Background: an optimization exercise with open tools, aiming at small area, a short achievable clock period and few clock cycles per item. Do not read the settings as production practice.
RTL that was checked went through simulation tests only; none was proved equivalent to the original.
Power and IR drop assume default switching activity.

Setup of 11-22:
==> flow/design.v (excerpt) <==
module mult8(clk, nRST, c_ALL, m_busy, a_data, b_data, mult_out, m_finish);
Size in the first run: roughly 22 flip-flops.
Settings: LEC_CHECK=0, CAP_MARGIN=20, CORE_MARGIN=2, CORE_UTILIZATION=40, GPL_TIMING_DRIVEN=0, PLACE_DENSITY=0.6, SLEW_MARGIN=20; clock period 5.0 ns.
standard.sh (not shown) runs the stock make flow with config.mk's settings and CLKGATE_MAP_FILE= SYNTH_SCRIPT=/design/flow/synth_recipe.tcl, a recipe that flattens the netlist after the stock synthesis.
==> flow/flow/run.sh <==
#!/bin/bash
# Own layout flow: the standard flow (standard.sh), with its synthesis
# script swapped for flow/synth.tcl, which sources the standard script
# synth_recipe.tcl but skips full-adder extraction and maps with flow/map.abc.
set -euo pipefail
work=$(pwd)
export MY_WORK_DIR=$work
export MY_FLOW_DIR=$work/flow
sed -e "s#SYNTH_SCRIPT=[^ ]*#SYNTH_SCRIPT=$work/flow/synth.tcl ADDER_MAP_FILE= BUFFER_PORTS_ARGS=\"-buffer_cell sky130_fd_sc_hd__buf_2\"#" standard.sh > own_standard.sh
bash own_standard.sh > own_flow.log 2>&1
==> flow/flow/map.abc <==
strash
dch
map -D 2000
topo
stime -c
buffer -c
upsize -c -D 2000
dnsize -c -D 2000
stime -c
==> flow/flow/synth.tcl <==
# Standard synthesis (synth_recipe.tcl, sourced unchanged) with two changes made
# from outside it: no full-adder extraction (ADDER_MAP_FILE is left empty on
# make's command line) and ABC mapped with a delay-driven script.
set my_abc_script $::env(MY_FLOW_DIR)/map.abc

proc abc {args} {
  set out {}
  set skip 0
  foreach a $args {
    if {$skip} { set skip 0; continue }
    if {$a eq "-script" || $a eq "-D"} { set skip 1; continue }
    lappend out $a
  }
  puts "abc override: -script $::my_abc_script"
  yosys abc -script $::my_abc_script {*}$out
}
source $::env(MY_WORK_DIR)/synth_recipe.tcl
diff inputs: 11-22 => 08-05
-- flow/design.v --
<<< 11-22, line 308
assign row_a = {1'b1, pp_7_7, s83, s81, s79, s77, s75, s73, s71, s69, s67, s65, s63, s61, pp_0_1, pp_0_0};
assign row_b = {1'b0, c84, c82, c80, c78, c76, c74, c72, c70, c68, c66, c64, c62, pp_2_0, pp_1_0, 1'b0};
wire [10:0] lo_sum;
assign lo_sum[0:0] = row_a[0:0];
assign lo_sum[10:1] = row_a[9:1] + row_b[9:1];
reg [9:0] lo_q;
reg lo_c;
reg [4:0] hi_a;
reg [4:0] hi_b;
always @(posedge clk or negedge nRST)
begin
>>> 08-05, line 308
assign row_a = {1'b1, pp_7_7, s83, s81, s79, s77, s75, s73, s71, s69, s67, s65, s63, s61, pp_0_1, pp_0_0};
assign row_b = {1'b0, c84, c82, c80, c78, c76, c74, c72, c70, c68, c66, c64, c62, pp_2_0, pp_1_0, 1'b0};
wire [12:0] lo_sum;
assign lo_sum[0:0] = row_a[0:0];
assign lo_sum[12:1] = row_a[11:1] + row_b[11:1];
reg [11:0] lo_q;
reg lo_c;
reg [2:0] hi_a;
reg [2:0] hi_b;
always @(posedge clk or negedge nRST)
begin
<<< 11-22, line 328
    if(m_busy == 1'b0)
    begin
        lo_q <= lo_sum[9:0];
        lo_c <= lo_sum[10];
        hi_a <= {row_a[14], row_a[13], row_a[12], row_a[11], row_a[10]};
        hi_b <= {row_b[14], row_b[13], row_b[12], row_b[11], row_b[10]};
    end
end
assign mult_out[9:0] = lo_q;
assign mult_out[15:10] = {1'b1, hi_a[4], hi_a[3], hi_a[2], hi_a[1], hi_a[0]} + {1'b0, hi_b[4], hi_b[3], hi_b[2], hi_b[1], hi_b[0]} + lo_c;
endmodule
>>> 08-05, line 328
    if(m_busy == 1'b0)
    begin
        lo_q <= lo_sum[11:0];
        lo_c <= lo_sum[12];
        hi_a <= {row_a[14], row_a[13], row_a[12]};
        hi_b <= {row_b[14], row_b[13], row_b[12]};
    end
end
assign mult_out[11:0] = lo_q;
assign mult_out[15:12] = {1'b1, hi_a[2], hi_a[1], hi_a[0]} + {1'b0, hi_b[2], hi_b[1], hi_b[0]} + lo_c;
endmodule
Per the comparison of 08-05 with 11-22, final standard cell area without fillers now sits higher; fmax decreased by about 4% relative to the old numbers; switching part of the total power did not really move; post-detailed-route via-to-cell ratio now sits lower.
Non-clock buffer count: 08-05 > 11-22
Between 11-22 and 08-05, the cell count went up.
Compared with 11-22, in 08-05 fraction of area in multi-input gates now sits higher; sequential standard cell area fell by 9.2%.
No functional check of the RTL was part of any run of this note.

---

rev 12:
mult8, a different RTL version from the one above (not shown whole).
Size: roughly 440 cells after synthesis, ~17 flip-flops, roughly 37 I/O pins.
clock: 5.0 ns
lec_check: 0
cap_margin: 20
core_margin: 2
core_utilization: 40
gpl_timing_driven: 0
place_density: 0.6
slew_margin: 20
Scripts as last shown in full above: flow/flow/run.sh, flow/flow/map.abc, flow/flow/synth.tcl
Edits applied to the flow inputs when going from rev 12 to rev 13:
diff --git a/flow/design.v b/flow/design.v
--- a/flow/design.v
+++ b/flow/design.v
@@ -2,19 +2,18 @@
 input clk;
 input nRST;
 input c_ALL;
 input m_busy;
 input [7:0] a_data;
 input [7:0] b_data;
 output m_finish;
 reg m_finish;
 output [15:0] mult_out;
-reg [15:0] mult_out;
 wire pp_0_0;
 wire pp_0_1;
 wire pp_0_2;
 wire pp_0_3;
 wire pp_0_4;
 wire pp_0_5;
 wire pp_0_6;
 wire pp_0_7;
 wire pp_1_0;
@@ -151,19 +150,19 @@
 wire c76;
 wire s77;
 wire c78;
 wire s79;
 wire c80;
 wire s81;
 wire c82;
 wire s83;
 wire c84;
-wire [15:0] row_a, row_b, prod;
+wire [15:0] row_a, row_b;
 assign pp_0_0 = a_data[0] & b_data[0];
 assign pp_0_1 = a_data[0] & b_data[1];
 assign pp_0_2 = a_data[0] & b_data[2];
 assign pp_0_3 = a_data[0] & b_data[3];
 assign pp_0_4 = a_data[0] & b_data[4];
 assign pp_0_5 = a_data[0] & b_data[5];
 assign pp_0_6 = a_data[0] & b_data[6];
 assign pp_0_7 = ~(a_data[0] & b_data[7]);
 assign pp_1_0 = a_data[1] & b_data[0];
@@ -302,26 +301,38 @@
 assign c78 = (s55 & c34) | (c54 & (s55 ^ c34));
 assign s79 = s57 ^ c38 ^ c56;
 assign c80 = (s57 & c38) | (c56 & (s57 ^ c38));
 assign s81 = s59 ^ c40 ^ c58;
 assign c82 = (s59 & c40) | (c58 & (s59 ^ c40));
 assign s83 = pp_6_7 ^ pp_7_6 ^ c60;
 assign c84 = (pp_6_7 & pp_7_6) | (c60 & (pp_6_7 ^ pp_7_6));
 assign row_a = {1'b1, pp_7_7, s83, s81, s79, s77, s75, s73, s71, s69, s67, s65, s63, s61, pp_0_1, pp_0_0};
 assign row_b = {1'b0, c84, c82, c80, c78, c76, c74, c72, c70, c68, c66, c64, c62, pp_2_0, pp_1_0, 1'b0};
-assign prod[0:0] = row_a[0:0];
-assign prod[15:1] = row_a[15:1] + row_b[15:1];
+wire [6:0] lo_sum;
+assign lo_sum[0:0] = row_a[0:0];
+assign lo_sum[6:1] = row_a[5:1] + row_b[5:1];
+reg [5:0] lo_q;
+reg lo_c;
+reg [8:0] hi_a;
+reg [8:0] hi_b;
 always @(posedge clk or negedge nRST)
 begin
     if(nRST == 1'b0)
         m_finish <= 1'b0;
     else if(c_ALL == 1'b1)
         m_finish <= 1'b0;
     else if(m_busy == 1'b0)
         m_finish <= 1'b1;
 end
 always @(posedge clk)
 begin
     if(m_busy == 1'b0)
-        mult_out <= prod;
+    begin
+        lo_q <= lo_sum[5:0];
+        lo_c <= lo_sum[6];
+        hi_a <= {row_a[14], row_a[13], row_a[12], row_a[11], row_a[10], row_a[9], row_a[8], row_a[7], row_a[6]};
+        hi_b <= {row_b[14], row_b[13], row_b[12], row_b[11], row_b[10], row_b[9], row_b[8], row_b[7], row_b[6]};
+    end
 end
+assign mult_out[5:0] = lo_q;
+assign mult_out[15:6] = {1'b1, hi_a[8], hi_a[7], hi_a[6], hi_a[5], hi_a[4], hi_a[3], hi_a[2], hi_a[1], hi_a[0]} + {1'b0, hi_b[8], hi_b[7], hi_b[6], hi_b[5], hi_b[4], hi_b[3], hi_b[2], hi_b[1], hi_b[0]} + lo_c;
 endmodule
Compared with rev 12, in rev 13 final max-slew violation count neither gained nor lost much; final-layout clock-cell area share picked up an extra 0.94 points; met2 usage in global routing lost 1.3 points; count of buffers not belonging to the clock network in the layout lost 3; wire length lost 360 µm.
Sort rev 12 and rev 13 by worst setup slack, descending, and rev 13 comes first.
The higher fraction of area in non-clock buffers of rev 12 and rev 13 is in rev 12.
Register area: rev 12 and rev 13 compared, lower one is rev 12
Looking at depth of the critical timing path with buffers and inverters included across rev 12 and rev 13, the one that comes out lower is rev 13.
Between rev 12 and rev 13, combinational share of power decreased.
The overall power consumption in rev 13 sits about 2.5% above the value recorded for rev 12.
Testbench counts of rev 13, summed over its fixed seeds: cycles 3,200, items 3,200.
No functional check of the RTL was part of rev 12.

[port drivers added, routing unchanged]
In the flow no input, the clock included, has a driving cell. The finished layouts below were timed again as built, in two steps. Step 1: set_driving_cell puts a clkbuf_16 on clk and a buf_2 on each other input, an assumption about the parent block. Step 2 adds t to the input delays and takes it off the output delays; t is the mean of the earliest and latest rising clock arrival at the registers after step 1. Input paths then give back, and output paths get back, about the clock's delay inside the block. Three values: no drivers, after step 1, after step 2; two values: the first two.
| run | t, ns | slack for setup (ns) | worst slew at a driven data input, ns | pins driven straight from the clock port |
|---|---|---|---|---|
| 11-22 | 0.287 | 1.555 / 1.561 / 1.273 | 0.04 | 1 |
| 08-05 | 0.293 | 1.405 / 1.415 / 1.121 | 0.04 | 1 |
| rev 12 | 0.272 | 1.303 / 1.309 / 1.037 | 0.03 | 1 |
| rev 13 | 0.307 | 1.358 / 1.330 / 1.637 | 0.03 | 1 |
After both steps setup and hold are still met in every run listed. The setup slack of 08-05, which loses most, moves by +0.010 ns with the drivers and by -0.284 ns with both steps.
